Background: an optimization exercise with open tools, aiming at small area and a short achievable clock period. Do not read the settings as production practice.
The RTL was checked by simulation tests, not by an equivalence proof against the original design.
The clock input has no modelled driver; a real chip could not lean on it and would need a root buffer or a full tree.

## oak
Design median_filter_system, start of the top module:
module median_filter_system
#(
    parameter WINDOW_SIZE = 3,
    parameter IMAGE_WIDTH = 8,
    parameter IMAGE_HEIGHT = 8,
    parameter PIXEL_WIDTH = 8
)
(
    input wire clk,
    input wire rst_n,
    input wire data_valid,
    input wire [PIXEL_WIDTH-1:0] data_in,
    output wire data_valid_out,
    output wire [PIXEL_WIDTH-1:0] data_out,
    output wire frame_complete
);
Size: ~940 cells after synthesis, ~21 I/O pins, roughly 17000 sq um of cells after synthesis.
==> flow/config.mk <==
export PLATFORM = sky130hd
export DESIGN_NAME = median_filter_system
export DESIGN_NICKNAME = median_filter_system
export VERILOG_FILES = /design/flow/design.v
export SDC_FILE = /design/flow/constraint.sdc
export NUM_CORES = 4
export LEC_CHECK = 0
export CAP_MARGIN = 5
export CORE_MARGIN = 2
export CORE_UTILIZATION = 70
export SLEW_MARGIN = 5
==> flow/constraint.sdc <==
create_clock -name core_clock -period 24.0 [get_ports {clk}]
set_input_delay 4.8000 -clock core_clock [delete_from_list [all_inputs] [get_ports {clk}]]
set_output_delay 4.8000 -clock core_clock [all_outputs]
set_load 0.01 [all_outputs]
standard.sh (not shown) runs the stock make flow with config.mk's settings and CLKGATE_MAP_FILE= SYNTH_SCRIPT=/design/flow/synth_recipe.tcl, a recipe that flattens the netlist after the stock synthesis.
==> flow/flow/run.sh <==
#!/bin/bash
# Layout flow: the standard ORFS flow (standard.sh) with these changes
# to how the layout is made (constraints are the design's):
#  1. After the standard synthesis, its combinational logic is re-mapped by
#     yosys/ABC with an area-oriented script (flow/remap.*). Flip-flops are
#     kept exactly as the standard synthesis made them.
#  2. Port buffers are buf_1 instead of the default delay buffer.
#  3. Timing repair over-fixes setup by SETUP_SLACK_MARGIN.
#  4. The clock tree is a balanced two-level tree (flow/mytree.tcl) in
#     place of TritonCTS's three-level one: 4 group buffers (buf_12) on the clock
#     port, 8 leaf buffers (buf_6) on each, 1/32 of the flip-flops on each leaf.
#  5. Before detailed placement, each output port's flip-flop is moved next
#     to the port's buffer (flow/pull_outputs.tcl).
# Each tool's output goes to a log file in the work folder.
set -euo pipefail
cd "$(dirname "$0")/.."
W=$PWD
F=$W/flow
RES=$W/orfs/results/${FLOW_PLATFORM:-sky130hd}/median_filter_system/base
export BUFFER_PORTS_ARGS="-buffer_cell sky130_fd_sc_hd__buf_1"
export SETUP_SLACK_MARGIN="${OWN_SETUP_MARGIN:-18.0}"
export PRE_CTS_TCL="$F/mytree.tcl"
export PRE_DETAIL_PLACE_TCL="$F/pull_outputs.tcl"

# 1. standard synthesis netlist
bash standard.sh "$RES/1_2_yosys.v" > flow_synth.log 2>&1
cp "$RES/1_2_yosys.v" "$W/standard_synth.v"

# 2. re-map combinational logic
LIB=$(ls "$FLOW_HOME"/platforms/sky130hd/lib/sky130_fd_sc_hd__tt_025C_1v80.lib)
python3 "$F/gen_models.py" "$LIB" "$W/remap_models.v" > gen_models.log 2>&1
python3 "$F/gen_models.py" "$LIB" "$W/remap_stubs.v" -stubs >> gen_models.log 2>&1
LIB="$LIB" TOP="${FLOW_TOP:-median_filter_system}" \
  REMAP_IN="$W/standard_synth.v" REMAP_OUT="$W/remapped.v" \
  REMAP_MODELS="$W/remap_models.v" REMAP_STUBS="$W/remap_stubs.v" \
  REMAP_ABC="$F/remap.abc" \
  DONT_USE="sky130_fd_sc_hd__probe_p_8 sky130_fd_sc_hd__probec_p_8 sky130_fd_sc_hd__lpflow_* sky130_fd_sc_hd__fa_* sky130_fd_sc_hd__ha_* sky130_fd_sc_hd__fah*" \
  yosys -c "$F/remap.tcl" > remap_yosys.log 2>&1
cp "$W/remapped.v" "$RES/1_2_yosys.v"
touch "$RES/1_2_yosys.v"

# 3. the rest of the standard flow
bash standard.sh > flow_layout.log 2>&1
==> flow/flow/pull_outputs.tcl <==
# Place each output port's driving flip-flop next to the port's buffer, so
# the flip-flop-to-port path has short wires; detailed placement then
# legalizes. Used as PRE_DETAIL_PLACE_TCL.
proc pull_outputs {} {
  set block [ord::get_db_block]
  set n 0
  foreach bterm [$block getBTerms] {
    if {[$bterm getIoType] ne "OUTPUT"} { continue }
    set net [$bterm getNet]
    set buf ""
    foreach it [$net getITerms] { if {[$it isOutputSignal]} { set buf [$it getInst] } }
    if {$buf eq "" || [[$buf getMaster] getType] ne "CORE"} { continue }
    set ff ""
    foreach it [$buf getITerms] {
      if {[$it isInputSignal]} {
        set in [$it getNet]
        if {$in eq "NULL"} { continue }
        foreach d [$in getITerms] { if {[$d isOutputSignal]} { set ff [$d getInst] } }
      }
    }
    if {$ff eq "" || ![[$ff getMaster] isSequential]} { continue }
    set loc [$buf getLocation]
    $ff setLocation [lindex $loc 0] [lindex $loc 1]
    incr n
  }
  puts "pull_outputs: moved $n flip-flops next to their output buffers"
}
pull_outputs
Other scripts of this flow, unchanged in this note and not shown: flow/flow/gen_models.py, flow/flow/mytree.tcl, flow/flow/remap.abc, flow/flow/remap.tcl
## Diff of input files: pine against oak
Settings: changing CAP_MARGIN from 5 to 20; changing SLEW_MARGIN from 5 to 20; setting GPL_ROUTABILITY_DRIVEN to 0 for the first time; setting GPL_TIMING_DRIVEN to 0 for the first time.
diff --git a/flow/flow/run.sh b/flow/flow/run.sh
--- a/flow/flow/run.sh
+++ b/flow/flow/run.sh
@@ -6,3 +6,4 @@
 #     kept exactly as the standard synthesis made them.
-#  2. Port buffers are buf_1 instead of the default delay buffer.
+#  2. Port buffers are buf_1 (inputs, flow/inbuf.tcl) and buf_4 (outputs)
+#     instead of the default delay buffer.
 #  3. Timing repair over-fixes setup by SETUP_SLACK_MARGIN.
@@ -11,4 +12,2 @@
 #     port, 8 leaf buffers (buf_6) on each, 1/32 of the flip-flops on each leaf.
-#  5. Before detailed placement, each output port's flip-flop is moved next
-#     to the port's buffer (flow/pull_outputs.tcl).
 # Each tool's output goes to a log file in the work folder.
@@ -19,6 +18,6 @@
 RES=$W/orfs/results/${FLOW_PLATFORM:-sky130hd}/median_filter_system/base
-export BUFFER_PORTS_ARGS="-buffer_cell sky130_fd_sc_hd__buf_1"
+export BUFFER_PORTS_ARGS="-outputs -buffer_cell sky130_fd_sc_hd__buf_4"
+export PRE_GLOBAL_PLACE_TCL="$F/inbuf.tcl"
 export SETUP_SLACK_MARGIN="${OWN_SETUP_MARGIN:-18.0}"
 export PRE_CTS_TCL="$F/mytree.tcl"
-export PRE_DETAIL_PLACE_TCL="$F/pull_outputs.tcl"
 
==> flow/flow/inbuf.tcl (new file) <==
# Used as PRE_GLOBAL_PLACE_TCL: buffer the input ports with buf_1 here; the
# standard global_place.tcl then buffers the output ports (BUFFER_PORTS_ARGS
# has -outputs).
buffer_ports -inputs -buffer_cell sky130_fd_sc_hd__buf_1
removed: flow/flow/pull_outputs.tcl
Diff pine..oak | maximum clock skew at final layout | negligible. | total number of vias | lower: pine |. Summary: with oak as the reference, total length of routed wires in pine moved down by more than 10%. From oak to pine the numbers moved as follows: first-pass GRT wire length decreased 8100 um; remaining max-slew budget at the tightest pin fell 9.2 points. Comparing pine with oak, the data required time at the worst endpoint came out essentially unchanged. Diff oak and pine: worst slack after detailed placement higher in pine.
In every run of this note, the design's own scripts or RTL, not TritonCTS, make the clock network.

==> afterwards: timing with drivers on the ports <==
The flow's constraints put no driver on any port. The routed layouts listed below were extracted and timed again, unchanged, in two steps.
Step 1 assumes that a clkbuf_16 drives the clock port and a buf_2 every other input.
Step 2, shift: input delay + t, output delay - t, t = (earliest + latest rising clock arrival at the registers) / 2. This alone moves slack from input paths to output paths.
Three values: ideal ports, drivers, drivers and shift; two values: the first two.
run | t (ns) | slack for setup (ns) | worst slew at a driven data input, ns
oak | 0.394 | 18.405 / 18.299 / 18.368 | 0.04
pine | 0.389 | 18.425 / 18.316 / 18.641 | 0.03
After both steps setup and hold are still met in every run listed. For oak, which loses most, drivers alone change the setup slack by -0.106 ns; drivers and shift together by -0.037 ns. Setup slack includes reset recovery checks.
